Background: an optimization exercise with open tools, aiming at small area and a short achievable clock period. Do not read the settings as production practice.
RTL that was checked went through simulation tests only; none was proved equivalent to the original.
Function not checked in run 1: the RTL went through the layout flow alone.

## flow/design.v (module list and top-level ports; edited modules follow where they fit)
// module top: 1743 lines
// module fa: 4 lines
// module ha: 4 lines
module top (input logic clk, rst,
            input logic enable, din,
            input logic signed [10:0] x,
            output logic signed [11:0] q,
            output logic spike);
  // ...
==> flow/flow/run.sh <==
#!/bin/bash
# Standard ORFS layout (the standard.sh), with timing repair aimed at a
# setup slack of 8.0 ns at the design's 12 ns clock, so that the resizer keeps
# improving paths that already meet 12 ns.  Logs: standard.log and orfs/logs.
set -euo pipefail
bash standard.sh SETUP_SLACK_MARGIN=8.0 BUFFER_PORTS_ARGS="-buffer_cell sky130_fd_sc_hd__buf_2" finish > standard.log 2>&1
==> flow/standard.sh <==
#!/bin/bash
# synth_recipe.tcl (not shown) runs the flow's synth.tcl, then flattens the netlist and writes it again
# the make line also repeats each setting of config.mk as NAME=value (left out here)
make -C /OpenROAD-flow-scripts/flow DESIGN_CONFIG=/design/flow/config.mk WORK_HOME=/design/flow/orfs CLKGATE_MAP_FILE= SYNTH_SCRIPT=/design/flow/synth_recipe.tcl "${@:-finish}"
==> flow/config.mk <==
export PLATFORM = sky130hd
export DESIGN_NAME = top
export DESIGN_NICKNAME = top
export VERILOG_FILES = /design/flow/design.v
export SDC_FILE = /design/flow/constraint.sdc
export NUM_CORES = 4
export LEC_CHECK = 0
export CAP_MARGIN = 20
export CORE_MARGIN = 2
export CORE_UTILIZATION = 40
export SETUP_SLACK_MARGIN = 5
export SLEW_MARGIN = 60
export SYNTH_HIERARCHICAL = 1
export SYNTH_MINIMUM_KEEP_SIZE = 0
==> flow/constraint.sdc <==
create_clock -name core_clock -period 12.0 [get_ports {clk}]
set_input_delay 2.4000 -clock core_clock [delete_from_list [all_inputs] [get_ports {clk}]]
set_output_delay 2.4000 -clock core_clock [all_outputs]
set_load 0.01 [all_outputs]
==> results.txt, run 1 <==
most frequent cell after synthesis dfxtp_1; status complete, no violations; Finished Cell Area 32970 um2; fillcell total 6687; DR WL met3 1906 um; DRC viols 0; ClkCell Share 5.271%; Non-Clock Buffer Area Fraction 2.269%; Synth Area in Compound Gates 9.730%; Final Hold Fails 0; R2R setup slack 8070 ps; ys async rst share 0%; max_slew headroom 62.09%; Core ar. 71610 um2; placed inst area 30150 um2; DR WL/cell 16.60 um; Non-clk invs 228; detailed placement HPWL 48060 um; Place WS 7515 ps; grt peak-use layer met2; clock buffer depth 3; cell family with most CP delay adder cells; Max Used Layer met4; Final Cycle Share 32.78%; Netlist cell types 72; # clock sinks 403; Die Ht 273.1 um; minimum clock period 3934 ps; Yosys top cell by area dfxtp_1; GRT Total Usage 17.29%; max-cap violations 0; total number of vias 19541; final slew viol count 0; Yosys warning count 7
==> inputs of run 2 (changes only) <==
--- a/flow/design.v
+++ b/flow/design.v
@@ -501,17 +501,16 @@
 logic [12:0] tb;
 logic [4:0] bop_n;
 logic [4:0] bon_n;
 logic [4:0] btp_n;
 logic [4:0] btn_n;
 logic [11:0] zs;
 logic [11:0] r5_n;
 logic [11:0] r5p;
-logic [11:0] r5m;
 logic [12:0] za;
 logic [12:0] zb;
 logic [11:0] pp0;
 logic bng0;
 logic [11:0] pp1;
 logic bng1;
 logic [11:0] pp2;
 logic bng2;
@@ -1384,19 +1383,18 @@
 assign pp4[5] = (bop[4] & za[6]) | (bon[4] & ~za[6]) | (btp[4] & za[5]) | (btn[4] & ~za[5]);
 assign pp4[6] = (bop[4] & za[7]) | (bon[4] & ~za[7]) | (btp[4] & za[6]) | (btn[4] & ~za[6]);
 assign pp4[7] = (bop[4] & za[8]) | (bon[4] & ~za[8]) | (btp[4] & za[7]) | (btn[4] & ~za[7]);
 assign pp4[8] = (bop[4] & za[9]) | (bon[4] & ~za[9]) | (btp[4] & za[8]) | (btn[4] & ~za[8]);
 assign pp4[9] = (bop[4] & za[10]) | (bon[4] & ~za[10]) | (btp[4] & za[9]) | (btn[4] & ~za[9]);
 assign pp4[10] = (bop[4] & za[11]) | (bon[4] & ~za[11]) | (btp[4] & za[10]) | (btn[4] & ~za[10]);
 assign pp4[11] = (bop[4] & za[12]) | (bon[4] & ~za[12]) | (btp[4] & za[11]) | (btn[4] & ~za[11]);
 assign bng4 = bon[4] | btn[4];
-assign r5p = zs + 12'd3414;
-assign r5m = 12'd3414 - zs;
-assign r5_n = (t1n[9] & ~t1n[10]) ? r5p : (~t1n[9] & t1n[10]) ? r5m : 12'd3414;
+assign r5p = (t1n[9] ^ t1n[10]) ? (t1n[10] ? ~zs : zs) : 12'd0;
+assign r5_n = r5p + 12'd3414 + {11'd0, ~t1n[9] & t1n[10]};
 always_ff @(posedge clk) begin
   bop <= bop_n;
   bon <= bon_n;
   btp <= btp_n;
   btn <= btn_n;
 end
 always_ff @(posedge clk) begin
   if (rst) begin
==> flow/config.mk (replaced) <==
export PLATFORM = sky130hd
export DESIGN_NAME = top
export DESIGN_NICKNAME = top
export VERILOG_FILES = /design/flow/design.v
export SDC_FILE = /design/flow/constraint.sdc
export NUM_CORES = 4
export LEC_CHECK = 0
export ABC_AREA = 1
export CAP_MARGIN = 20
export CORE_MARGIN = 2
export CORE_UTILIZATION = 40
export SETUP_SLACK_MARGIN = 5
export SLEW_MARGIN = 60
export SYNTH_HIERARCHICAL = 1
export SYNTH_MINIMUM_KEEP_SIZE = 0
==> run 2 against run 1 <==
Still clean. Core utilization decreased by 1.6 points. Area after synthesis increased by 2.9%. Synthesized cell count increased by 23%. Critical path depth increased by 1.
==> results.txt, run 2 <==
Die Ht 277.0 um (+1.4%); register area 8159 um2; clock buffer depth 3 (unchanged); TritonCTS clock tree built; CTS root buf clkbuf_16; setup TNS 0 ps; post-cts hold buffer count 0; share of layout cells above drive strength 1 8.468%; Clock Skews 24.70 ps; # clock sinks 403 (unchanged); share of the core filled with cells 44.40%; Port Buf Inserts 27; Ports 28; Main synth FF type dfxtp_1; minimum clock period 3835 ps (-99.28 ps); ant diodes 0; final setup fails 0; Core ar. 74070 um2 (+3.4%); Area contributors post-synth dfxtp_1 27%, fa_1 24%, ha_1 13%, inv_1 6.5%, nand2_1 5.8%; Yosys warning count 7 (unchanged); Area growth syn-to-layout 10.32%; DRT Pass-1 Iters 7; cell family with most CP delay adder cells; max-cap violations 0 (unchanged); Buf/Inv on CP 2; Worst EP required 12510 ps; DR WL/cell 15.50 um (-6.6%); initial antenna violation count 0; top cells by count, synth 517 x inv_1, 463 x nand2_1, 403 x dfxtp_1; multi-input logic area 19690 um2; total wire length 68850 um; max_slew headroom 63.05% (+0.97 points); nets@finish 4121; crit-path most repeated cell fa_1; Setup crit start kind flop; GRT overflow 0; initial core utilization 40.25%; most common cell after layout, fill and taps aside inv_1; die span in x 277.0 um; Avg Inst Size Synth 8.732 um2; Die Area 76730 um2; CP max stage cell fa_1; detailed placement HPWL 53370 um (+11%); Routability Congestion 0.8445; min-delay worst type reg -> reg; FF+latch count, synth 403; critical path type reg -> reg; Fmax 0.2608 GHz; Final Cycle Share 31.96% (-0.83 points); fillcell total 7325 (+9.5%); final slew viol count 0 (unchanged); GRT Total Usage 18.20% (+0.92 points); row cnt 100; RSZ-0062 raised after global routing yes; CP peak stage delay 510 ps; Syn Inst Count 3414; first-pass GRT wire length 112800 um; crit-path max FO 8; Yosys top cell by area dfxtp_1; Seq/Total Area, Yosys 27.06%; Detail Route Antenna Nets 0; Final Hold Fails 0 (unchanged); most frequent cell after synthesis inv_1; DRC viols 0 (unchanged); DR vias/cell 4.968; Netlist cell types 55 (-24%); largest registers h1 x21, h2 x21, v47 x19; ys async rst share 0% (unchanged); worst skew pair latency 600 ps; worst slew pin tran 548.4 ps; EDFF count, synth 0; 1st-iter DRT viols 1354; crit-path cells clkinvlp_4 > buf_4 > nand2_1 > o21ai_0 > o211ai_1 > fa_1 > fa_1 > fa_1 > ha_1 > nand2_1 > o21a_1 > o221a_2 > o21ai_2 > o21ai_0 > a21oi_1; status complete, no violations; largest net degree at the start of global routing 82; commonest non-fill, non-tap cells in the layout 511 x inv_1, 461 x nand2_1, 358 x dfxtp_1; number of global-route vias before repair 21385; Syn Std Cell Area 29810 um2; top cell type's share of synthesized area 27.06%; total number of vias 22064 (+13%); CP Capture Type flop; H-tree depth 2; worst path arrival time 4340 ps; CTS buffer count 45; clock-pin slew on the worst setup and hold paths 60 ps
run 2: path summary, 6_finish.rpt:
| path | cells after the start | to | slack, ps | from |
|---|---|---|---|---|
| worst max-delay path | 15 | p[9]$_SDFF_PP0_ | 8170 | bon[3]$_DFF_P_ |
| worst min-delay path | 2 | z3[3]$_SDFF_PP0_ | 400 | z2[3]$_SDFF_PP0_ |
| worst max register to register | 15 | p[9]$_SDFF_PP0_ | 8170 | bon[3]$_DFF_P_ |
| worst min register to register | 2 | z3[3]$_SDFF_PP0_ | 400 | z2[3]$_SDFF_PP0_ |
run 2: metal layers:
layer | up-vias | part of all wire (%) | track usage, %
li1 | 11173 | - | -
met1 | 10415 | 49 | 26.17
met4 | 0 | 2.0 | 4.738
met5 | - | 0 | 0
met2 | 382 | 45 | 29.12
met3 | 94 | 4.2 | 2.075
run 2: cell type report:
| class | count | share of cell area, % |
|---|---|---|
| flip-flops and latches | 403 | 24.81 |
| clock inverters | 19 | 0.6163 |
| well taps | 969 | 3.687 |
| clock buffers | 59 | 3.892 |
| repair buffers | 44 | 1.001 |
| inverters | 528 | 6.110 |
| multi-input cells | 2419 | 59.88 |
run 2: modules after synthesis (local to each module, per instance):
module / cells / copies in the design / area (um2)
top: 2993 / 1 / 21930
ha: 1 / 73 / 12.51
fa: 1 / 348 / 20.02
run 2: through the flow:
| stage | worst slack, ps | cell area, um2 | instances | hold slack (ps) |
|---|---|---|---|---|
| global placement | 7237 | 30960 | 4350 | 388.7 |
| CTS | 8009 | 32520 | 4428 | 401.2 |
| detailed placement | 7657 | 31020 | 4350 | 392.7 |
| global route | 7897 | 32890 | 4441 | 405.5 |
| finish | 8165 | 32890 | 4441 | 399.1 |
| floorplan | 8038 | 29830 | 3415 | 388.3 |
run 2: what timing repair did:
action                                  4_1_cts  5_1_grt
endpoints found under the setup margin        8       29
resized for setup                            15       74
pin swaps                                     1        4
setup buffers                                 0       11
run 2: logic make-up (layout without fill, tap and decap cells):
family / count (synthesis) / in the layout / synth area share, %
other: 1 / 2 / 0.01258
AOI/OAI and AO/OA: 747 / 747 / 13.95
buffers and inverters: 593 / 650 / 7.496
DFF: 403 / 403 / 27.06
adders and majority gates: 665 / 665 / 36.88
xor gates and xnor gates: 14 / 14 / 0.4113
and+or+nand+nor: 991 / 991 / 14.19
run 2: tightest hold or removal path, cell delays in order (launching register included):
cell and delay (ps):
dfxtp_1 290, inv_1 40, nor2_1 30
==> inputs of run 3 (changes only) <==
--- a/flow/config.mk
+++ b/flow/config.mk
@@ -5,7 +5,6 @@
 export SDC_FILE = /design/flow/constraint.sdc
 export NUM_CORES = 4
 export LEC_CHECK = 0
-export ABC_AREA = 1
 export CAP_MARGIN = 20
 export CORE_MARGIN = 2
 export CORE_UTILIZATION = 40
==> run 3 against run 2 <==
Still clean on timing, DRC and antenna. Flip-flop and latch count did not move. Worst hold slack improved by 34 ps. Final area rose by 1.8%. Clock skew fell by 8.5 ps. Via count fell by 12%. Non-clock buffer count rose by 111. Sequential share of layout area fell by 0.061 points. Die area fell by 3.4%. Clock-buffer cell count fell by 3. Largest cell class unchanged.
==> results.txt, run 3 <==
die span in x 272.3 um (-1.7%); largest registers h1 x21, h2 x21, v47 x19; Worst EP required 12470 ps (-40 ps); adder-cell share of the synthesized area 38.19% (+1.3 points); top cells by count, synth 403 x dfxtp_1, 356 x fa_1, 309 x ha_1; first-pass GRT wire length 105400 um (-6.6%); share of the core filled with cells 46.92% (+2.5 points); status complete, no violations; Detail Route Antenna Nets 0 (unchanged); Synth Area in Simple Gates 12.76% (-1.4 points); DR vias/cell 5.021 (+1.1%); GRT overflow 0 (unchanged); final slew viol count 0 (unchanged); Final Cycle Share 33.23% (+1.3 points); DR WL/cell 16.74 um (+8.0%); ant diodes 0 (unchanged); RSZ-0062 raised after global routing yes; Area growth syn-to-layout 16.32%; Fmax 0.2508 GHz (-3.8%); 1st-iter DRT viols 852 (-37%); max-cap violations 0 (unchanged); most common cell after layout, fill and taps aside fa_1; initial core utilization 40.34% (+0.091 points); post-synthesis xor/xnor area fraction 4.138% (+3.7 points); Port Buf Inserts 27 (unchanged); total wire length 64560 um (-6.2%); max_slew headroom 62.27% (-0.79 points); Core ar. 71360 um2 (-3.7%); Seq/Total Area, Yosys 28.03% (+0.96 points); TritonCTS clock tree built; Syn Std Cell Area 28790 um2 (-3.4%); H-tree depth 2 (unchanged); top cell type's share of synthesized area 28.03% (+0.96 points); EDFF count, synth 0 (unchanged); largest family of logic cells by synthesized area adder cells; cells on worst reg2reg path 23 (+8); Area contributors post-synth dfxtp_1 28%, fa_1 25%, ha_1 13%, nor2b_1 3.5%, mux2i_1 3.4%; min-delay worst type reg -> reg; CP peak stage delay 360 ps (-150 ps); number of global-route vias before repair 20418 (-4.5%); GRT Total Usage 17.55% (-0.66 points); Netlist cell types 77 (+40%); CTS root buf clkbuf_16; commonest non-fill, non-tap cells in the layout 347 x fa_1, 326 x dfxtp_1, 281 x ha_1; Yosys warning count 7 (unchanged); clock-pin slew on the worst setup and hold paths 60 ps (about the same); Main synth FF type dfxtp_1; Yosys top cell by area dfxtp_1; Syn Inst Count 2766 (-19%); minimum clock period 3988 ps (+153.2 ps); FF+latch count, synth 403 (unchanged); share of layout cells above drive strength 1 15.93% (+7.5 points); Ports 28 (unchanged); nets@finish 3556 (-14%); crit-path cells inv_4 > ha_4 > inv_2 > fa_2 > a21o_1 > a221oi_4 > a21oi_2 > nand2_1 > a2bb2oi_2 > o21a_4 > clkinv_8 > nor2_4 > a21oi_2 > ha_2 > inv_2 > ha_4 > a21oi_2 > o21bai_2 > a21oi_2 > buf_4 > a2111oi_4 > a211oi_1 > a211o_1; CP Capture Type flop; setup TNS 0 ps (unchanged); final setup fails 0 (unchanged); DRT Pass-1 Iters 7 (unchanged); largest net degree at the start of global routing 77 (-6.1%); Setup crit start kind flop; row cnt 98 (-2.0%); Synth Area in Compound Gates 9.158% (-4.8 points); DRC viols 0 (unchanged); # clock sinks 403 (unchanged); Hold Path Depth 1 (-1); worst path arrival time 4460 ps (+120 ps); CP max stage cell dfxtp_4; Final Hold Fails 0 (unchanged); worst slew pin tran 566.0 ps (+17.58 ps); Die Area 74130 um2 (-3.4%); Clock Skews 16.17 ps (-8.528 ps); clock buffer depth 3 (unchanged); crit-path max FO 8 (unchanged); total number of vias 19366 (-12%); Routability Congestion 0.8261 (-2.2%); most frequent cell after synthesis dfxtp_1; CTS buffer count 45 (unchanged); R2R setup slack 8010 ps (-150 ps); initial antenna violation count 0 (unchanged); worst skew pair latency 580 ps (-20 ps); ys async rst share 0% (unchanged); post-synthesis mux area share 3.464% (+3.5 points); crit-path most repeated cell a21oi_2; Die Ht 272.3 um (-1.7%); detailed placement HPWL 47110 um (-12%); Avg Inst Size Synth 10.41 um2 (+19%); critical path type reg -> reg
[run 3: changes by cell type in the layout (fill, tap and decap cells not counted), sizes merged, moves of 75 or more]
cell | previous run | this run
inv | 525 | 232
xnor2 | 8 | 88
o21ai | 265 | 82
nand3 | 100 | 25
mux2i | 0 | 97
nor2b | 0 | 160
nand2 | 490 | 132
buf | 44 | 154
a21oi | 334 | 113
nor2 | 320 | 223
[run 3: modules after synthesis, one instance, submodules excluded]
module	cell area [um2]	flip-flops and latches	cells	times used
fa	20.02	0	1	348
ha	12.51	0	1	73
top	20910	403	2345	1
[run 3: layout make-up]
| type | count | area, um2 |
|---|---|---|
| Multi-Input combinational cell | 2041 | 20400 |
| Sequential cell | 403 | 8287 |
| Fill cell | 6640 | 37880 |
| Timing Repair Buffer | 155 | 1241 |
| Inverter | 230 | 880.8 |
| Clock inverter | 22 | 301.5 |
| Tap cell | 950 | 1189 |
| Clock buffer | 56 | 1187 |
[run 3: critical path, delay by kind of cell, from the launching register on]
family                   cells  cell delay, ps
AO/OA/AOI/OAI               12            2070
adder cells (fa/ha/maj)      4             850
buffers and inverters        5             400
flip-flops                   1             360
AND/OR/NAND/NOR              2             180
[run 3: final timing paths]
check | startpoint | endpoint
max | y2a[0]$_SDFF_PP0_ | r5[10]$_SDFF_PP1_
min | z2[2]$_SDFF_PP0_ | z3[2]$_SDFF_PP0_
max reg2reg | y2a[0]$_SDFF_PP0_ | r5[10]$_SDFF_PP1_
min reg2reg | z2[2]$_SDFF_PP0_ | z3[2]$_SDFF_PP0_
[run 3: cell families (layout without fill, tap and decap cells)]
family	after synthesis	after routing
mux	99	99
xor+xnor	136	136
other cells	1	2
simple gates	739	739
flops	403	403
compound gates	400	400
buf+inv	323	463
fa+ha+maj	665	665
[run 3: metal layers]
metal  part of all wire (%)  vias to the layer above  global-route usage (%)  wire length (um)
met4                    2.1                        0                   5.017              1368
met2                     49                      238                   30.39             31900
met3                    2.7                       85                   2.072              1713
met5                      0                        -                       0                 0
met1                     46                     9601                   23.03             29570
li1                       -                     9442                       -                 -
[run 3: through the flow]
| step | setup slack (ps) | hold WS [ps] | instance area [um2] | instances |
|---|---|---|---|---|
| after floorplan | 7934 | 413.8 | 28960 | 2767 |
| after global placement | 6898 | 421.2 | 29940 | 3655 |
| after detailed placement | 7043 | 423.6 | 30080 | 3658 |
| after CTS | 7951 | 437.6 | 32360 | 3795 |
| after global routing | 7852 | 452.8 | 33480 | 3857 |
| final | 8012 | 433.1 | 33480 | 3857 |
[run 3: what timing repair did]
| action | 4_1_cts | 5_1_grt |
|---|---|---|
| endpoints found under the setup margin | 44 | 42 |
| pin swaps | 16 | 65 |
| cloned | 0 | 0 |
| gates resized for setup | 112 | 137 |
| buffers inserted | 59 | 62 |
| hold buffers | 0 | 0 |
==> inputs of run 4 (changes only) <==
--- a/flow/config.mk
+++ b/flow/config.mk
@@ -5,9 +5,13 @@
 export SDC_FILE = /design/flow/constraint.sdc
 export NUM_CORES = 4
 export LEC_CHECK = 0
+export ABC_AREA = 1
 export CAP_MARGIN = 20
 export CORE_MARGIN = 2
-export CORE_UTILIZATION = 40
+export CORE_UTILIZATION = 55
+export CTS_CLUSTER_DIAMETER = 60
+export CTS_CLUSTER_SIZE = 30
+export PLACE_DENSITY = 0.65
 export SETUP_SLACK_MARGIN = 5
 export SLEW_MARGIN = 60
 export SYNTH_HIERARCHICAL = 1
==> run 4 against run 3 <==
Final cell count grew 8.1%. Fmax grew 3.8%. Non-clock buffer count shrank 103. Critical path depth shrank 8. Flip-flop and latch count is the same. Area after synthesis grew 3.6%. Sequential share of layout area grew 0.41 points. Critical endpoint is now p[11]$_SDFF_PP0_.
==> results.txt, run 4 <==
GRT Total Usage 25.55% (+8.0 points); Die Ht 236.8 um (-13%); row cnt 85 (-13%); CTS buffer count 38 (-16%); FF+latch count, synth 403 (unchanged); Setup crit start kind flop; crit path to p[11]$_SDFF_PP0_; min-delay worst type reg -> reg; nets@finish 4122 (+16%); Syn Std Cell Area 29810 um2 (+3.6%); Final Cycle Share 32.02% (-1.2 points); number of global-route vias before repair 22892 (+12%); die span in x 236.8 um (-13%); R2R setup slack 8160 ps (+150 ps); final setup fails 0 (unchanged); Die Area 56080 um2 (-24%); Detail Route Antenna Nets 0 (unchanged); Finished Cell Area 32520 um2 (-2.9%); ys async rst share 0% (unchanged); crit path launch z0[10]$_SDFF_PP0_; Final Hold Fails 0 (unchanged); minimum clock period 3842 ps (-146.0 ps); placed inst area 30740 um2 (+2.2%); worst skew pair latency 580 ps (about the same); GRT overflow 0 (unchanged); detailed placement HPWL 54880 um (+16%); EDFF count, synth 0 (unchanged); fillcell total 4671 (-30%); max-cap violations 0 (unchanged); TritonCTS clock tree built; Main synth FF type dfxtp_1; CP Capture Type flop; cells on worst reg2reg path 15 (-35%); Yosys warning count 7 (unchanged); worst slew pin tran 569.8 ps (+3.850 ps); largest registers h1 x21, h2 x21, v47 x19; commonest non-fill, non-tap cells in the layout 510 x inv_1, 460 x nand2_1, 354 x fa_1; top cells by count, synth 517 x inv_1, 463 x nand2_1, 403 x dfxtp_1; largest net degree at the start of global routing 93 (+21%); max_slew headroom 62.01% (-0.26 points); most frequent cell after synthesis inv_1; Clock Skews 23.01 ps (+6.845 ps); most common cell after layout, fill and taps aside inv_1; H-tree depth 2 (unchanged); DR WL/cell 16.74 um (about the same); Avg Inst Size Synth 8.732 um2 (-16%); # clock sinks 403 (unchanged); initial antenna violation count 0 (unchanged); Routability Congestion 0.8962 (+8.5%); RR Startpoint z0[10]$_SDFF_PP0_; initial core utilization 55.51% (+15 points); Hold Path Depth 2 (+1); DRC viols 0 (unchanged); worst path arrival time 4310 ps (-150 ps); setup TNS 0 ps (unchanged); top cell type's share of synthesized area 27.06% (-0.96 points); ant diodes 0 (unchanged); Area contributors post-synth dfxtp_1 27%, fa_1 24%, ha_1 13%, inv_1 6.5%, nand2_1 5.8%; CP peak stage delay 570 ps (+210 ps); CP max stage cell fa_1; DR vias/cell 5.434 (+8.2%); crit-path cells clkinvlp_4 > o21ai_0 > o21ai_0 > fa_1 > fa_1 > fa_1 > ha_1 > a21oi_1 > o21ai_0 > a21oi_2 > inv_1 > a21oi_1 > nand2_1 > o21ai_1 > a21oi_1; capturing point of the worst reg2reg path p[11]$_SDFF_PP0_; Worst EP required 12470 ps (about the same); Ports 28 (unchanged); total wire length 69780 um (+8.1%); Core ar. 53710 um2 (-25%); Area growth syn-to-layout 9.074%; share of layout cells above drive strength 1 8.583% (-7.3 points); final slew viol count 0 (unchanged); first-pass GRT wire length 115500 um (+9.5%); critical path type reg -> reg; clock buffer depth 3 (unchanged); total number of vias 22648 (+17%); status complete, no violations; CTS root buf clkbuf_16; 1st-iter DRT viols 1335 (+57%); Seq/Total Area, Yosys 27.06% (-0.96 points); crit-path max FO 9 (+1); Port Buf Inserts 27 (unchanged); Fmax 0.2603 GHz (+3.8%); Yosys top cell by area dfxtp_1; Syn Inst Count 3414 (+23%); Netlist cell types 55 (-29%); RSZ-0062 raised after global routing yes; clock-pin slew on the worst setup and hold paths 90 ps (+30 ps); DRT Pass-1 Iters 8 (+1)
-- run 4: timing repair --
item,4_1_cts,5_1_grt
hold buffers,0,0
buffers inserted,0,19
gates resized for setup,16,82
pin swaps,2,8
endpoints found under the setup margin,9,25
-- run 4: how the worst min path moves through the flow --
stage | end | start
4_1_cts | z3[8]$_SDFF_PP0_ | z2[8]$_SDFF_PP0_
3_5_place_dp | z3[6]$_SDFF_PP0_ | z2[6]$_SDFF_PP0_
5_1_grt | z3[6]$_SDFF_PP0_ | z2[6]$_SDFF_PP0_
6_report | z2[10]$_SDFF_PP0_ | z1[10]$_SDFF_PP0_
2_1_floorplan | z2[0]$_SDFF_PP0_ | z1[0]$_SDFF_PP0_
3_3_place_gp | z3[4]$_SDFF_PP0_ | z2[4]$_SDFF_PP0_
-- run 4: area by class of cell --
type / instances / area [um2] / share of cell area [%]
inverters: 528 / 2012 / 6.187
multi-input cells: 2419 / 19660 / 60.46
well taps: 696 / 870.8 / 2.678
clock buffers: 44 / 1037 / 3.190
flip-flops and latches: 403 / 8180 / 25.16
clock inverters: 26 / 365.4 / 1.124
repair buffers: 52 / 391.6 / 1.204
-- run 4: cells by family (layout without fill, tap and decap cells) --
group,count (synthesis),count (layout),share of synthesized area (%)
flip-flops,403,403,27.06
other,1,2,0.01258
XOR/XNOR,14,14,0.4113
adder cells (fa/ha/maj),665,665,36.88
AND/OR/NAND/NOR,991,991,14.19
AO/OA/AOI/OAI,747,747,13.95
buffers and inverters,593,650,7.496
-- run 4: modules after synthesis (local to each module, per instance) --
module | copies in the design | flops+latches | cell area, um2
top | 1 | 403 | 21930
ha | 73 | 0 | 12.51
fa | 348 | 0 | 20.02
-- run 4: routing by layer --
layer	GRT usage (%)	up-vias	wire length (um)
met1	34.57	10858	31600
met3	2.693	122	2961
met4	7.576	0	1881
met5	0	-	0
met2	43.49	503	33330
li1	-	11165	-
-- run 4: worst max-delay path: cells and delay by family (launching register included) --
kind | cells | cell delay (ps)
and+or+nand+nor | 1 | 130
AOI/OAI and AO/OA | 8 | 1140
buffers and inverters | 2 | 220
DFF | 1 | 430
adders and majority gates | 4 | 1790
-- run 4: metrics by stage --
stage	util, %	hold slack [ps]	worst slack, ps	cells
6_report	60.54	400.8	8158	4168
5_1_grt	60.54	412.3	7961	4168
4_1_cts	59.91	403.7	7983	4149
3_5_place_dp	57.24	392.3	7649	4079
3_3_place_gp	57.00	389.3	7244	4076
2_1_floorplan	-	388.3	8038	3415
==> inputs of run 5 (changes only) <==
==> flow/flow/run.sh (replaced) <==
#!/bin/bash
# Standard ORFS layout (the standard.sh), with timing repair aimed at a
# setup slack of 8.6 ns at the design's 12 ns clock, so that the resizer keeps
# improving paths that already meet 12 ns.  Logs: standard.log and orfs/logs.
set -euo pipefail
bash standard.sh SETUP_SLACK_MARGIN=8.6 BUFFER_PORTS_ARGS="-buffer_cell sky130_fd_sc_hd__buf_2" finish > standard.log 2>&1
--- a/flow/config.mk
+++ b/flow/config.mk
@@ -8,10 +8,7 @@
 export ABC_AREA = 1
 export CAP_MARGIN = 20
 export CORE_MARGIN = 2
-export CORE_UTILIZATION = 55
-export CTS_CLUSTER_DIAMETER = 60
-export CTS_CLUSTER_SIZE = 30
-export PLACE_DENSITY = 0.65
+export CORE_UTILIZATION = 40
 export SETUP_SLACK_MARGIN = 5
 export SLEW_MARGIN = 60
 export SYNTH_HIERARCHICAL = 1
==> run 5 against run 4 <==
Final cell count up 9.7%. Synthesized cell count stayed put. Clock skew is 10 ps higher. Global-route usage decreased by 6.5 points. Area after synthesis did not move. Sequential share of layout area decreased by 2.5 points. Clock-buffer cell count increased by 16. Critical path type unchanged. Non-clock buffer count is 116 higher. Die area rose by 37%. Flip-flop and latch count did not move. Largest cell class unchanged.
==> results.txt, run 5 <==
setup TNS 0 ps (unchanged); Syn Std Cell Area 29810 um2 (unchanged); first-pass GRT wire length 118900 um (+3.0%); Setup crit start kind flop; TritonCTS clock tree built; status complete, no violations; Fmax 0.2752 GHz (+5.7%); most common cell after layout, fill and taps aside inv_1; H-tree depth 2 (unchanged); Worst EP required 12510 ps (+40 ps); Final Cycle Share 30.29% (-1.7 points); most frequent cell after synthesis inv_1; commonest non-fill, non-tap cells in the layout 492 x inv_1, 405 x nand2_1, 328 x fa_1; total wire length 73490 um (+5.3%); Area contributors post-synth dfxtp_1 27%, fa_1 24%, ha_1 13%, inv_1 6.5%, nand2_1 5.8%; CP Capture Type flop; number of global-route vias before repair 22918 (+0.11%); cells on worst reg2reg path 13 (-2); Avg Inst Size Synth 8.732 um2 (unchanged); row cnt 100 (+18%); initial core utilization 40.25% (-15 points); detailed placement HPWL 53750 um (-2.0%); Syn Inst Count 3414 (unchanged); DR WL/cell 16.07 um (-4.0%); ys async rst share 0% (unchanged); 1st-iter DRT viols 1287 (-3.6%); Hold Path Depth 2 (unchanged); crit-path max FO 12 (+3); max-cap violations 0 (unchanged); initial antenna violation count 0 (unchanged); final hold slack 399.6 ps (-1.232 ps); DRC viols 0 (unchanged); Yosys warning count 7 (unchanged); final setup fails 0 (unchanged); RSZ-0062 raised after global routing yes; largest net degree at the start of global routing 77 (-17%); minimum clock period 3634 ps (-207.7 ps); clock-pin slew on the worst setup and hold paths 60 ps (-30 ps); Core ar. 74070 um2 (+38%); Detail Route Antenna Nets 0 (unchanged); worst skew pair latency 600 ps (+20 ps); # clock sinks 403 (unchanged); CTS root buf clkbuf_16; top cell type's share of synthesized area 27.06% (unchanged); largest registers h1 x21, h2 x21, v47 x19; Clock Skews 33.34 ps (+10.32 ps); DR vias/cell 5.030 (-7.4%); Yosys top cell by area dfxtp_1; clock buffer depth 3 (unchanged); total number of vias 23009 (+1.6%); FF+latch count, synth 403 (unchanged); Main synth FF type dfxtp_1; GRT overflow 0 (unchanged); Ports 28 (unchanged); Seq/Total Area, Yosys 27.06% (unchanged); nets@finish 4247 (+3.0%); top cells by count, synth 517 x inv_1, 463 x nand2_1, 403 x dfxtp_1; ant diodes 0 (unchanged); Final Hold Fails 0 (unchanged); min-delay worst type reg -> reg; Die Area 76730 um2 (+37%); fillcell total 6874 (+47%); DRT Pass-1 Iters 5 (-3); Die Ht 277.0 um (+17%); Area growth syn-to-layout 23.14%; GRT Total Usage 19.02% (-6.5 points); EDFF count, synth 0 (unchanged); R2R setup slack 8370 ps (+210 ps); Routability Congestion 0.8623 (-3.8%); CTS buffer count 47 (+24%); share of layout cells above drive strength 1 23.05% (+14 points); final slew viol count 0 (unchanged); Port Buf Inserts 27 (unchanged); worst path arrival time 4140 ps (-170 ps); die span in x 277.0 um (+17%); Netlist cell types 55 (unchanged); critical path type reg -> reg
## run 5: metrics by stage
stage	worst slack (ps)	cell area [um2]	instances	utilization, %
floorplan	8080	30120	3415	-
global route	8211	36710	4574	49.56
CTS	8440	34880	4515	47.09
detailed placement	7683	31280	4350	42.23
finish	8366	36710	4574	49.56
global placement	7289	31220	4349	42.15
## run 5: layout make-up
class	instances	area, um2	share of cell area (%)
Sequential cell	403	8314	22.65
Clock buffer	60	1338	3.643
Inverter	528	2048	5.579
Tap cell	969	1212	3.303
Clock inverter	27	284.0	0.7737
Multi-Input combinational cell	2419	21960	59.83
Timing Repair Buffer	168	1549	4.220
## run 5: kinds of logic (layout without fill, tap and decap cells)
| group | after synthesis | after routing | synth area share (%) |
|---|---|---|---|
| compound gates | 747 | 747 | 13.95 |
| xor+xnor | 14 | 14 | 0.4113 |
| fa+ha+maj | 665 | 665 | 36.88 |
| buf+inv | 593 | 783 | 7.496 |
| flops | 403 | 403 | 27.06 |
| other cells | 1 | 2 | 0.01258 |
| simple gates | 991 | 991 | 14.19 |
## run 5: final timing paths
| check | startpoint | end |
|---|---|---|
| worst max-delay path | z0[9]$_SDFF_PP0_ | p[9]$_SDFF_PP0_ |
| worst min-delay path | z1[0]$_SDFF_PP0_ | z2[0]$_SDFF_PP0_ |
| worst max register to register | z0[9]$_SDFF_PP0_ | p[9]$_SDFF_PP0_ |
| worst min register to register | z1[0]$_SDFF_PP0_ | z2[0]$_SDFF_PP0_ |
## run 5: per-module statistics from Yosys, one instance, submodules excluded
| module | area, um2 | copies in the design | cells | flops+latches |
|---|---|---|---|---|
| top | 21930 | 1 | 2993 | 403 |
| ha | 12.51 | 73 | 1 | 0 |
| fa | 20.02 | 348 | 1 | 0 |
## run 5: worst max-delay path: stages, from the launching register on
cell and delay, ps:
dfxtp_4 440, nand2_1 80, o21ai_0 80, o211ai_1 160, fa_1 610, fa_1 450
fa_1 520, ha_4 340, nand2_2 110, o21a_1 250, o221a_4 230, o21ai_4 70
o21ai_1 90, a21oi_1 120
## run 5: layer usage
layer	vias to the layer above	track usage, %	part of all wire, %
li1	11450	-	-
met4	0	6.020	2.9
met1	11016	26.54	48
met3	142	2.430	3.7
met2	401	30.67	46
met5	-	0	0
## run 5: repair_timing
item | CTS | global route
setup endpoints to repair | 181 | 114
cloned | 0 | 0
pin swaps | 98 | 182
hold buffers | 0 | 0
setup buffers | 78 | 59
resized for setup | 342 | 346
==> inputs of run 6 (changes only) <==
==> flow/flow/run.sh (replaced) <==
#!/bin/bash
# Standard ORFS layout (the standard.sh), with timing repair aimed at a
# setup slack of 8.3 ns at the design's 12 ns clock, so that the resizer keeps
# improving paths that already meet 12 ns.  Logs: standard.log and orfs/logs.
set -euo pipefail
bash standard.sh SETUP_SLACK_MARGIN=8.3 BUFFER_PORTS_ARGS="-buffer_cell sky130_fd_sc_hd__buf_2" finish > standard.log 2>&1
==> run 6 against run 5 <==
Still clean on timing, DRC and antenna. Final area fell by 7.3%. Clock-buffer cell count decreased by 3. Final cell count fell by 1.7%. Register-to-register slack lost 40 ps. Die area unchanged. Largest cell class unchanged.
==> results.txt, run 6 <==
status complete, no violations; capturing point of the worst reg2reg path p[9]$_SDFF_PP0_; total number of vias 22350 (-2.9%); worst skew pair latency 580 ps (-20 ps); CP max stage cell fa_1; min-delay worst type reg -> reg; Seq/Total Area, Yosys 27.06% (unchanged); cells on worst reg2reg path 12 (-1); top cells by count, synth 517 x inv_1, 463 x nand2_1, 403 x dfxtp_1; Finished Cell Area 34040 um2 (-7.3%); HP Start z1[0]$_SDFF_PP0_; ys async rst share 0% (unchanged); share of the core filled with cells 45.96% (-3.6 points); CTS buffer count 47 (unchanged); max-cap violations 0 (unchanged); Port Buf Inserts 27 (unchanged); Yosys warning count 7 (unchanged); max_slew headroom 62.67%; GRT Total Usage 18.44% (-0.58 points); final setup fails 0 (unchanged); GRT overflow 0 (unchanged); Hold Path Depth 2 (unchanged); Buf/Inv on CP 1 (+1); FF+latch count, synth 403 (unchanged); Final Hold Fails 0 (unchanged); Worst EP required 12500 ps (about the same); critical path type reg -> reg; hold path endpoint z2[0]$_SDFF_PP0_; # clock sinks 403 (unchanged); crit-path cells clkinvlp_4 > o211ai_1 > fa_1 > fa_1 > fa_1 > ha_4 > nand2_1 > o21a_1 > o221a_2 > o21ai_4 > o21ai_0 > a21oi_1; placed inst area 31060 um2 (-0.72%); share of layout cells above drive strength 1 12.68% (-10 points); Main synth FF type dfxtp_1; Area growth syn-to-layout 14.20%; DRC viols 0 (unchanged); Die Ht 277.0 um (unchanged); top cell type's share of synthesized area 27.06% (unchanged); DR vias/cell 4.972 (-1.2%); CTS root buf clkbuf_16; cell family with most CP delay adder cells; H-tree depth 2 (unchanged); Syn Std Cell Area 29810 um2 (unchanged); most frequent cell after synthesis inv_1; fillcell total 7246 (+5.4%); Detail Route Antenna Nets 0 (unchanged); crit-path most repeated cell fa_1; ant diodes 0 (unchanged); CP Capture Type flop; total wire length 69910 um (-4.9%); CP peak stage delay 520 ps (-90 ps); largest net degree at the start of global routing 83 (+7.8%); Netlist cell types 55 (unchanged); Die Area 76730 um2 (unchanged); RR Startpoint btn[4]$_DFF_P_; initial antenna violation count 0 (unchanged); Clock Skews 19.82 ps (-13.52 ps); R2R setup slack 8330 ps (-40 ps); commonest non-fill, non-tap cells in the layout 505 x inv_1, 451 x nand2_1, 352 x fa_1; first-pass GRT wire length 114500 um (-3.7%); final slew viol count 0 (unchanged); TritonCTS clock tree built; crit path launch btn[4]$_DFF_P_; Setup crit start kind flop; Avg Inst Size Synth 8.732 um2 (unchanged); post-cts hold buffer count 0 (unchanged); final hold slack 394.8 ps (-4.774 ps); most common cell after layout, fill and taps aside inv_1; setup TNS 0 ps (unchanged); minimum clock period 3669 ps (+35.05 ps); detailed placement HPWL 53350 um (-0.76%); Core ar. 74070 um2 (unchanged); Syn Inst Count 3414 (unchanged); RSZ-0062 raised after global routing yes; Routability Congestion 0.8585 (-0.44%); Final Cycle Share 30.58% (+0.29 points); Ports 28 (unchanged); row cnt 100 (unchanged); number of global-route vias before repair 21937 (-4.3%); crit-path max FO 12 (unchanged); die span in x 277.0 um (unchanged); 1st-iter DRT viols 1352 (+5.1%); clock-pin slew on the worst setup and hold paths 70 ps (about the same); Fmax 0.2725 GHz (-0.96%); Stages on worst setup path 12 (-1); worst path arrival time 4170 ps (+30 ps); Area contributors post-synth dfxtp_1 27%, fa_1 24%, ha_1 13%, inv_1 6.5%, nand2_1 5.8%; Yosys top cell by area dfxtp_1; nets@finish 4172 (-1.8%); DRT Pass-1 Iters 7 (+2); worst slew pin tran 559.9 ps; initial core utilization 40.25% (unchanged); clock buffer depth 3 (unchanged); largest registers h1 x21, h2 x21, v47 x19; DR WL/cell 15.55 um (-3.2%); EDFF count, synth 0 (unchanged)
-- run 6: changes by cell type in the layout (fill, tap and decap cells not counted), moves of 25 or more --
cell,before,now
a21oi_1,248,305
o21ai_2,36,10
a21oi_2,70,25
ha_4,78,20
buf_6,30,5
buf_4,112,56
nand2_2,55,28
nand2_1,405,451
ha_1,226,282
dfxtp_1,310,335
o21ai_0,175,227
-- run 6: layer usage --
metal  track usage [%]  vias up  part of all wire [%]
met3             2.059       92                   3.6
met1             26.41    10604                    49
met5                 0        -                     0
met2             29.82      368                    45
met4             4.404        0                   2.0
li1                  -    11286                     -
-- run 6: final cells by class --
class                   instances  area (um2)  share of cell area (%)
repair buffers                 93       764.5                   2.246
flip-flops and latches        403        8230                   24.18
clock inverters                26       375.4                   1.103
multi-input cells            2419       20210                   59.35
inverters                     528        2022                   5.939
clock buffers                  57        1234                   3.624
well taps                     969        1212                   3.561
-- run 6: modules after synthesis (local to each module, per instance) --
module  times used  flip-flops and latches  area [um2]
fa             348                       0       20.02
ha              73                       0       12.51
top              1                     403       21930
-- run 6: through the flow --
| stage | instances | setup slack (ps) |
|---|---|---|
| floorplan | 3415 | 8073 |
| global placement | 4351 | 7228 |
| detailed placement | 4351 | 7712 |
| CTS | 4451 | 8234 |
| global route | 4495 | 8169 |
| finish | 4495 | 8331 |
-- run 6: timing repair --
action | in CTS | in global routing
gates cloned | 0 | 0
setup buffers | 17 | 43
endpoints found under the setup margin | 38 | 61
gates resized for setup | 102 | 152
pin swaps | 8 | 40
-- run 6: cells by family after synthesis --
logic type                 Yosys count  synth area share [%]
AOI/OAI and AO/OA                  747                 13.95
adders and majority gates          665                 36.88
buffers and inverters              593                 7.496
other                                1               0.01258
and+or+nand+nor                    991                 14.19
xor gates and xnor gates            14                0.4113
DFF                                403                 27.06
-- run 6: worst reg2reg max path, delay by kind of cell, from the launching register on --
family                     cells  cell delay [ps]
AOI/OAI and AO/OA              6             1110
adders and majority gates      4             1760
buffers and inverters          1              230
DFF                            1              380
and+or+nand+nor                1              130
-- run 6: how the worst max path moves through the flow --
stage,endpoint,slack (ps)
4_1_cts,p[9]$_SDFF_PP0_,8230
2_1_floorplan,w33[15]$_SDFF_PP0_,8070
6_report,p[9]$_SDFF_PP0_,8330
3_5_place_dp,w33[15]$_SDFF_PP0_,7710
3_3_place_gp,z0[9]$_SDFF_PP0_,7230
5_1_grt,p[11]$_SDFF_PP0_,8170
==> inputs of run 7 (changes only) <==
==> flow/flow/run.sh (replaced) <==
#!/bin/bash
# Standard ORFS layout (the standard.sh), with timing repair aimed at a
# setup slack of 8.3 ns at the design's 12 ns clock, so that the resizer keeps
# improving paths that already meet 12 ns.  Logs: standard.log and orfs/logs.
set -euo pipefail
bash standard.sh SETUP_SLACK_MARGIN=8.3 TNS_END_PERCENT=30 BUFFER_PORTS_ARGS="-buffer_cell sky130_fd_sc_hd__buf_2" finish > standard.log 2>&1
==> run 7 against run 6 <==
Clock skew shrank 2.7 ps. Final cell count is 0.42% lower. Die area unchanged. Setup slack gained 23 ps. Core utilization decreased by 0.42 points. First-iteration DRC count increased by 4.7%. Critical path depth grew 2.
==> results.txt, run 7 <==
Detail Route Antenna Nets 0 (unchanged); setup TNS 0 ps (unchanged); largest net degree at the start of global routing 78 (-6.0%); max-cap violations 0 (unchanged); cell family with most CP delay adder cells; Buf/Inv on CP 2 (+1); Syn Inst Count 3414 (unchanged); most frequent cell after synthesis inv_1; initial core utilization 40.25% (unchanged); final slew viol count 0 (unchanged); initial antenna violation count 0 (unchanged); row cnt 100 (unchanged); Fmax 0.2742 GHz (+0.62%); WL met2 31750 um (+0.17%); EDFF count, synth 0 (unchanged); max_slew headroom 61.02% (-1.7 points); Setup crit start kind flop; CP max stage cell fa_1; critical path type reg -> reg; placed inst area 31070 um2 (about the same); DR WL met3 2535 um (-0.31%); Final Cycle Share 30.39% (-0.19 points); Ports 28 (unchanged); ys async rst share 0% (unchanged); most common cell after layout, fill and taps aside inv_1; Max Used Layer met4; RSZ-0062 raised after global routing yes; GRT overflow 0 (unchanged); CP peak stage delay 530 ps (about the same); GRT Total Usage 18.40% (-0.039 points); Seq/Total Area, Yosys 27.06% (unchanged); Final Hold Fails 0 (unchanged); total wire length 69870 um (about the same); CTS root buf clkbuf_16; DRT Pass-1 Iters 5 (-2); min-delay worst type reg -> reg; Port Buf Inserts 27 (unchanged); worst skew pair latency 600 ps (+20 ps); first-pass GRT wire length 114700 um (+0.10%); Die Area 76730 um2 (unchanged); clock buffer depth 3 (unchanged); crit-path max FO 5 (-7); 1st-iter DRT viols 1416 (+4.7%); Main synth FF type dfxtp_1; Routability Congestion 0.8648 (+0.73%); TritonCTS clock tree built; share of layout cells above drive strength 1 11.72% (-0.96 points); FF+latch count, synth 403 (unchanged); share of the core filled with cells 45.54% (-0.42 points); largest registers h1 x21, h2 x21, v47 x19; total number of vias 22413 (+0.28%); Worst EP required 12500 ps (about the same); final setup fails 0 (unchanged); die span in x 277.0 um (unchanged); DR WL/cell 15.61 um (+0.36%); number of global-route vias before repair 21944 (+0.032%); # clock sinks 403 (unchanged); Place WS 7701 ps (-10.70 ps); detailed placement HPWL 53880 um (+1.0%); crit-path cells buf_12 > fa_1 > fa_1 > fa_1 > ha_1 > nand2_1 > o21ai_0 > a21oi_1 > o21ai_0 > nand3_1 > nand2_1 > nand2_1 > nand3_1 > inv_1; DR vias/cell 5.007 (+0.71%); Clock Skews 17.11 ps (-2.705 ps); worst slew pin tran 584.7 ps (+24.75 ps); Yosys warning count 7 (unchanged); worst path arrival time 4140 ps (-30 ps); minimum clock period 3647 ps (-22.62 ps); DRC viols 0 (unchanged); status complete, no violations; clock-pin slew on the worst setup and hold paths 60 ps (about the same); Finished Cell Area 33730 um2 (-0.91%); Yosys top cell by area dfxtp_1; Syn Std Cell Area 29810 um2 (unchanged); Core ar. 74070 um2 (unchanged); Area contributors post-synth dfxtp_1 27%, fa_1 24%, ha_1 13%, inv_1 6.5%, nand2_1 5.8%; nets@finish 4152 (-0.48%); top cell type's share of synthesized area 27.06% (unchanged); ant diodes 0 (unchanged); Area growth syn-to-layout 13.16%; top cells by count, synth 517 x inv_1, 463 x nand2_1, 403 x dfxtp_1; CTS buffer count 47 (unchanged); CP Capture Type flop; final worst slack 8353 ps (+22.62 ps); Die Ht 277.0 um (unchanged); Avg Inst Size Synth 8.732 um2 (unchanged); Netlist cell types 55 (unchanged); commonest non-fill, non-tap cells in the layout 507 x inv_1, 451 x nand2_1, 350 x fa_1; WL met1 33790 um (-1.4%); H-tree depth 2 (unchanged)
## run 7: logic make-up (layout without fill, tap and decap cells)
family                     after synthesis  after routing  synth area share (%)
adders and majority gates              665            665                 36.88
and+or+nand+nor                        991            991                 14.19
buffers and inverters                  593            685                 7.496
xor gates and xnor gates                14             14                0.4113
AOI/OAI and AO/OA                      747            747                 13.95
other                                    1              2               0.01258
DFF                                    403            403                 27.06
## run 7: path summary, 6_finish.rpt
kind	to	cells past startpoint	start	slack, ps
max reg2reg	y1a[5]$_SDFF_PP0_	14	y1n[10]$_SDFF_PP1_	8350
max	y1a[5]$_SDFF_PP0_	14	y1n[10]$_SDFF_PP1_	8350
min reg2reg	z3[7]$_SDFF_PP0_	2	z2[7]$_SDFF_PP0_	400
min	z3[7]$_SDFF_PP0_	2	z2[7]$_SDFF_PP0_	400
## run 7: modules after synthesis, one instance, submodules excluded
| module | cells inside | copies in the design | cell area, um2 |
|---|---|---|---|
| top | 2993 | 1 | 21930 |
| fa | 1 | 348 | 20.02 |
| ha | 1 | 73 | 12.51 |
## run 7: worst register-to-register path, delay by kind of cell, from the launching register on
kind / cells / cell delay [ps]
adder cells (fa/ha/maj): 4 / 1800
AND/OR/NAND/NOR: 5 / 550
flip-flops: 1 / 380
buffers and inverters: 2 / 190
AO/OA/AOI/OAI: 3 / 610
## run 7: timing repair
item / CTS / global route
hold buffers: 0 / 0
setup buffers: 10 / 31
pin swaps: 8 / 35
resized for setup: 83 / 135
endpoints found under the setup margin: 37 / 68
## run 7: layer usage
metal  vias up  global-route usage (%)
li1      11263                       -
met1     10639                   26.36
met2       397                   29.33
met3       114                   1.873
met4         0                   5.616
met5         -                       0
## run 7: area by class of cell
class	instances	area (um2)
multi-input cells	2419	20040
flip-flops and latches	403	8225
inverters	528	2013
clock buffers	59	1301
clock inverters	25	357.8
repair buffers	73	580.6
fillers	7244	40340
well taps	969	1212
## run 7: metrics by stage
step | hold WS, ps | instances
2_1_floorplan | 388.3 | 3415
3_3_place_gp | 389.0 | 4349
3_5_place_dp | 393.3 | 4351
4_1_cts | 396.5 | 4445
5_1_grt | 404.1 | 4476
6_report | 396.4 | 4476
==> inputs of run 8 (changes only) <==
--- a/flow/config.mk
+++ b/flow/config.mk
@@ -10,6 +10,6 @@
 export CORE_MARGIN = 2
 export CORE_UTILIZATION = 40
 export SETUP_SLACK_MARGIN = 5
-export SLEW_MARGIN = 60
+export SLEW_MARGIN = 20
 export SYNTH_HIERARCHICAL = 1
 export SYNTH_MINIMUM_KEEP_SIZE = 0
==> run 8 against run 7 <==
Area after synthesis is the same. Global-route usage fell by 0.071 points. Non-clock buffer count rose by 22. Fmax down 0.17%. Clock-buffer cell count is 1 lower. Die area stayed put. Highest routed layer unchanged.
==> results.txt, run 8 <==
DR vias/cell 4.975 (-0.64%); total number of vias 22404 (-0.040%); CTS root buf clkbuf_16; TritonCTS clock tree built; crit-path max FO 7 (+2); multi-input logic area 20150 um2 (+0.53%); EDFF count, synth 0 (unchanged); Die Ht 277.0 um (unchanged); RSZ-0062 raised after global routing yes; Port Buf Inserts 27 (unchanged); largest registers h1 x21, h2 x21, v47 x19; Fmax 0.2738 GHz (-0.17%); Detail Route Antenna Nets 0 (unchanged); worst skew pair latency 600 ps (about the same); H-tree depth 2 (unchanged); Die Area 76730 um2 (unchanged); row cnt 100 (unchanged); CP Capture Type flop; met1 Track Usage GR 26.28% (-0.078 points); final setup fails 0 (unchanged); number of global-route vias before repair 21939 (-0.023%); CTS buffer count 47 (unchanged); Area contributors post-synth dfxtp_1 27%, fa_1 24%, ha_1 13%, inv_1 6.5%, nand2_1 5.8%; 1st-iter DRT viols 1464 (+3.4%); Area growth syn-to-layout 14.20%; crit-path most repeated cell a21oi_1; CP max stage cell ha_1; first-pass GRT wire length 114300 um (-0.28%); share of layout cells above drive strength 1 12.79% (+1.1 points); Core ar. 74070 um2 (unchanged); post-cts hold buffer count 0 (unchanged); Clock Skews 25.29 ps (+8.175 ps); worst slew pin tran 782.9 ps (+198.2 ps); initial core utilization 40.25% (unchanged); Setup crit start kind input pin; initial antenna violation count 0 (unchanged); DRT Pass-1 Iters 6 (+1); max-cap violations 0 (unchanged); grt peak-use layer met2; Final Hold Fails 0 (unchanged); crit-path cells buf_2 > inv_1 > ha_1 > a21oi_1 > o221ai_1 > a21oi_1 > nor2_1 > o21ai_0 > nand2_1 > a21oi_1 > o21a_1; commonest non-fill, non-tap cells in the layout 505 x inv_1, 453 x nand2_1, 352 x fa_1; Main synth FF type dfxtp_1; worst path arrival time 4190 ps (+50 ps); nets@finish 4175 (+0.55%); CP peak stage delay 350 ps (-180 ps); status complete, no violations; Final Cycle Share 30.44% (+0.052 points); GRT Total Usage 18.33% (-0.071 points); clock buffer depth 3 (unchanged); setup TNS 0 ps (unchanged); FF+latch count, synth 403 (unchanged); fillcell total 7186 (-0.80%); die span in x 277.0 um (unchanged); ys async rst share 0% (unchanged); Syn Std Cell Area 29810 um2 (unchanged); DRC viols 0 (unchanged); largest net degree at the start of global routing 150 (+92%); critical path type in -> reg; Yosys warning count 7 (unchanged); register area 8245 um2 (+0.24%); clock-pin slew on the worst setup and hold paths 60 ps (about the same); Yosys top cell by area dfxtp_1; detailed placement HPWL 53270 um (-1.1%); Seq/Total Area, Yosys 27.06% (unchanged); total wire length 69580 um (-0.42%); met3 Use GR 2.244% (+0.37 points); Routability Congestion 0.8648 (unchanged); top cell type's share of synthesized area 27.06% (unchanged); top cells by count, synth 517 x inv_1, 463 x nand2_1, 403 x dfxtp_1; Worst EP required 12540 ps (+40 ps); GRT overflow 0 (unchanged); max_slew headroom 47.81% (-13 points); final slew viol count 0 (unchanged); # clock sinks 403 (unchanged); Avg Inst Size Synth 8.732 um2 (unchanged); most frequent cell after synthesis inv_1; Ports 28 (unchanged); most common cell after layout, fill and taps aside inv_1; min-delay worst type reg -> reg; minimum clock period 3653 ps (+6.250 ps); DR WL/cell 15.45 um (-1.0%); Netlist cell types 55 (unchanged); GRT met2 Usage 29.24% (-0.084 points); Syn Inst Count 3414 (unchanged)
==> run 8: final timing paths <==
path | to | slack (ps) | depth (start not counted) | startpoint
hold reg to reg | z2[6]$_SDFF_PP0_ | 400 | 2 | z1[6]$_SDFF_PP0_
setup / recovery | w7[9]$_SDFF_PP0_ | 8350 | 11 | x[4]
setup reg to reg | y1a[7]$_SDFF_PP0_ | 8360 | 12 | y1n[10]$_SDFF_PP1_
hold / removal | z2[6]$_SDFF_PP0_ | 400 | 2 | z1[6]$_SDFF_PP0_
==> run 8: through the flow <==
step | worst slack, ps | hold WS (ps) | util [%] | cells | instance area [um2]
finish | 8347 | 395.5 | 45.96 | 4503 | 34040
global route | 8193 | 405.1 | 45.96 | 4502 | 34040
CTS | 8208 | 393.9 | 44.57 | 4447 | 33020
detailed placement | 7361 | 393.2 | 41.81 | 4349 | 30970
global placement | 7371 | 389.0 | 41.81 | 4349 | 30970
floorplan | 8061 | 388.3 | - | 3415 | 29830
==> run 8: modules after synthesis (local to each module, per instance) <==
module,cell area [um2],copies in the design,flops+latches,cells inside
top,21930,1,403,2993
fa,20.02,348,0,1
ha,12.51,73,0,1
==> run 8: cell type report <==
cell class	instances	share of cell area, %
multi-input cells	2419	59.19
flip-flops and latches	403	24.22
inverters	528	5.936
clock buffers	58	3.782
well taps	969	3.561
repair buffers	95	2.036
clock inverters	29	1.246
repair inverters	1	0.02205
diodes	1	0.007351
==> run 8: metal layers <==
metal	vias to the layer above	routed length [um]
met4	0	1557
met5	-	0
li1	11299	-
met1	10575	33670
met3	100	2964
met2	430	31380
==> run 8: critical path, delay by kind of cell <==
| kind | cells | cell delay (ps) |
|---|---|---|
| buf+inv | 2 | 190 |
| simple gates | 2 | 160 |
| fa+ha+maj | 1 | 350 |
| compound gates | 6 | 1100 |
==> run 8: timing repair <==
action,CTS,global route
cloned,1,0
setup buffers,10,55
gates resized for setup,118,168
endpoints found under the setup margin,117,121
pin swaps,8,56
==> run 8: cells by family after synthesis <==
group	count (synthesis)	share of synthesized area, %
flops	403	27.06
compound gates	747	13.95
xor+xnor	14	0.4113
other cells	1	0.01258
fa+ha+maj	665	36.88
buf+inv	593	7.496
simple gates	991	14.19
==> inputs of run 9 (changes only) <==
--- a/flow/config.mk
+++ b/flow/config.mk
@@ -8,7 +8,8 @@
 export ABC_AREA = 1
 export CAP_MARGIN = 20
 export CORE_MARGIN = 2
-export CORE_UTILIZATION = 40
+export CORE_UTILIZATION = 55
+export PLACE_DENSITY = 0.65
 export SETUP_SLACK_MARGIN = 5
 export SLEW_MARGIN = 20
 export SYNTH_HIERARCHICAL = 1
==> run 9 against run 8 <==
Area after synthesis unchanged. Final area down 1.1%. Final cell count down 6.3%. Die area down 27%. Critical endpoint is now p[11]$_SDFF_PP0_. Largest cell class unchanged.
==> results.txt, run 9 <==
share of layout cells above drive strength 1 12.34% (-0.45 points); RR Startpoint bop[1]$_DFF_P_; placed inst area 30630 um2 (-1.1%); GRT Total Usage 25.90% (+7.6 points); Yosys top cell by area dfxtp_1; GRT overflow 0 (unchanged); Core ar. 53710 um2 (-27%); Hold Path Depth 2 (unchanged); largest net degree at the start of global routing 86 (-43%); initial core utilization 55.51% (+15 points); Avg Inst Size Synth 8.732 um2 (unchanged); Setup crit start kind flop; die span in x 236.8 um (-15%); Syn Std Cell Area 29810 um2 (unchanged); cells on worst reg2reg path 14 (+2); Clock Skews 20.56 ps (-4.725 ps); HP Start z2[6]$_SDFF_PP0_; CP Capture Type flop; Ports 28 (unchanged); DR vias/cell 5.415 (+8.8%); Netlist cell types 55 (unchanged); RSZ-0062 raised after global routing yes; critical path type reg -> reg; Port Buf Inserts 27 (unchanged); # clock sinks 403 (unchanged); total number of vias 22858 (+2.0%); 1st-iter DRT viols 1569 (+7.2%); max_slew headroom 58.75% (+11 points); clock buffer depth 3 (unchanged); nets@finish 4168 (-0.17%); Place WS 7255 ps (-106.6 ps); most common cell after layout, fill and taps aside inv_1; R2R setup slack 8270 ps (-90 ps); worst slew pin tran 614.0 ps (-168.9 ps); H-tree depth 2 (unchanged); Die Ht 236.8 um (-15%); worst path arrival time 4180 ps (about the same); final slew viol count 0 (unchanged); Die Area 56080 um2 (-27%); CTS buffer count 47 (unchanged); number of global-route vias before repair 22908 (+4.4%); Area contributors post-synth dfxtp_1 27%, fa_1 24%, ha_1 13%, inv_1 6.5%, nand2_1 5.8%; top cells by count, synth 517 x inv_1, 463 x nand2_1, 403 x dfxtp_1; Yosys warning count 7 (unchanged); total wire length 71240 um (+2.4%); final setup fails 0 (unchanged); hold path endpoint z3[6]$_SDFF_PP0_; most frequent cell after synthesis inv_1; Detail Route Antenna Nets 0 (unchanged); TritonCTS clock tree built; Area growth syn-to-layout 12.99%; Seq/Total Area, Yosys 27.06% (unchanged); top cell type's share of synthesized area 27.06% (unchanged); row cnt 85 (-15%); minimum clock period 3733 ps (+80.13 ps); initial antenna violation count 0 (unchanged); clock-pin slew on the worst setup and hold paths 60 ps (about the same); DR WL/cell 16.88 um (+9.2%); min-delay worst type reg -> reg; crit-path max FO 10 (+3); capturing point of the worst reg2reg path p[11]$_SDFF_PP0_; detailed placement HPWL 54590 um (+2.5%); Main synth FF type dfxtp_1; ys async rst share 0% (unchanged); final worst slack 8267 ps (-80.13 ps); FF+latch count, synth 403 (unchanged); CTS root buf clkbuf_16; ant diodes 0 (-1); DRC viols 0 (unchanged); EDFF count, synth 0 (unchanged); largest registers h1 x21, h2 x21, v47 x19; Syn Inst Count 3414 (unchanged); commonest non-fill, non-tap cells in the layout 507 x inv_1, 450 x nand2_1, 351 x fa_1; Finished Cell Area 33680 um2 (-1.1%); status complete, no violations; post-cts hold buffer count 0 (unchanged); Fmax 0.2679 GHz (-2.1%); first-pass GRT wire length 116600 um (+2.0%); setup TNS 0 ps (unchanged); worst skew pair latency 580 ps (-20 ps); Routability Congestion 0.8901 (+2.9%); Worst EP required 12450 ps (-90 ps); DRT Pass-1 Iters 5 (-1); Final Hold Fails 0 (unchanged); Final Cycle Share 31.11% (+0.67 points); max-cap violations 0 (unchanged)
[run 9: cell count changes in the layout (fill, tap and decap cells not counted), sizes merged]
cell and delta:
clkinvlp -7, diode -1, buf -6, bufinv -4
clkbuf +9
[run 9: worst max-delay path by stage]
stage	start	slack, ps	depth (start not counted)	end
3_3_place_gp	rst	7310	5	w7[9]$_SDFF_PP0_
5_1_grt	bon[3]$_DFF_P_	8190	16	p[11]$_SDFF_PP0_
6_report	bop[1]$_DFF_P_	8270	14	p[11]$_SDFF_PP0_
3_5_place_dp	rst	7250	5	v47[6]$_SDFF_PP0_
4_1_cts	ft_r[9]$_SDFF_PP0_	8170	11	qr[9]$_SDFF_PP0_
2_1_floorplan	x[0]	8060	18	w33[15]$_SDFF_PP0_
[run 9: metal layers]
layer | GRT usage [%] | wire [um] | up-vias | part of all wire, %
met5 | 0 | 0 | - | 0
met4 | 8.861 | 2327 | 0 | 3.3
met3 | 3.532 | 3378 | 146 | 4.7
met2 | 42.83 | 33460 | 519 | 47
met1 | 35.10 | 32080 | 10933 | 45
li1 | - | - | 11260 | -
[run 9: area by class of cell]
class                           count  area, um2
Clock buffer                       68       1358
Clock inverter                     18      231.5
Fill cell                        4576      20030
Inverter                          528       2014
Multi-Input combinational cell   2419      20300
Sequential cell                   403       8228
Tap cell                          696      870.8
Timing Repair Buffer               88      675.6
Timing Repair inverter              1      7.507
[run 9: cells by family (layout without fill, tap and decap cells)]
kind of cell	Yosys count	in the layout	synth area share, %
xor+xnor	14	14	0.4113
flops	403	403	27.06
fa+ha+maj	665	665	36.88
compound gates	747	747	13.95
simple gates	991	991	14.19
other cells	1	2	0.01258
buf+inv	593	703	7.496
[run 9: stage by stage]
step	cells	utilization (%)	hold WS, ps
4_1_cts	4173	60.70	404.0
3_3_place_gp	4077	57.02	390.1
6_report	4221	62.71	400.9
5_1_grt	4221	62.71	421.4
2_1_floorplan	3415	-	388.3
3_5_place_dp	4077	57.02	393.9
[run 9: critical path: stages (launching register included)]
cell and delay (ps):
dfxtp_2 380, o21ai_0 240, o211ai_1 190, fa_1 540, fa_1 580, fa_1 450, ha_4 260, a21oi_4 170
o21ai_1 100, a21oi_2 170, inv_1 60, a21oi_1 130, nand2_1 140, o21ai_1 160, a21oi_1 50
[run 9: repair_timing]
item,in CTS,in global routing
pin swaps,18,50
setup endpoints to repair,183,156
setup buffers,9,48
resized for setup,122,174
cloned,1,0
[run 9: Yosys stat by module, one instance, submodules excluded]
module | times used | flops+latches | cell area [um2] | cells inside
fa | 348 | 0 | 20.02 | 1
ha | 73 | 0 | 12.51 | 1
top | 1 | 403 | 21930 | 2993

==> static timing again, ports no longer ideal <==
The results above use ideal ports. As a check the final layouts listed here were re-extracted and re-timed, cells and wires unchanged. Step 1 (the two cells are an assumption about what drives the block):
set clk [get_ports {clk}]
set_driving_cell -lib_cell sky130_fd_sc_hd__clkbuf_16 $clk
set_driving_cell -lib_cell sky130_fd_sc_hd__buf_2 [delete_from_list [all_inputs] $clk]
Step 2 adds t to the input delays and takes it off the output delays; t is the mean of the earliest and latest rising clock arrival at the registers after step 1. Input paths then give back, and output paths get back, about the clock's delay inside the block. Slacks: no drivers / after step 1 / after step 2; pairs: no drivers / after step 1.
run	t, ns	setup WS [ns]	hold slack, ns	worst setup path after step 2
run 1	0.649	8.066 / 8.066 / 7.489	0.439 / 0.439 / 0.439	input to register
run 2	0.648	8.165 / 8.165 / 7.606	0.399 / 0.399 / 0.399	input to register
run 3	0.641	8.012 / 8.012 / 7.559	0.433 / 0.433 / 0.433	input to register
run 4	0.629	8.158 / 8.158 / 7.630	0.401 / 0.401 / 0.401	input to register
run 5	0.648	8.366 / 8.366 / 7.816	0.400 / 0.400 / 0.400	input to register
run 6	0.637	8.331 / 8.331 / 7.832	0.395 / 0.395 / 0.395	input to register
run 7	0.657	8.353 / 8.353 / 7.745	0.396 / 0.396 / 0.396	input to register
run 8	0.647	8.347 / 8.358 / 7.745	0.395 / 0.395 / 0.395	input to register
run 9	0.629	8.267 / 8.267 / 7.793	0.401 / 0.401 / 0.401	input to register
After both steps setup and hold are still met in every run listed. The setup slack of run 7, which loses most, moves by 0.000 ns with the drivers and by -0.608 ns with both steps.
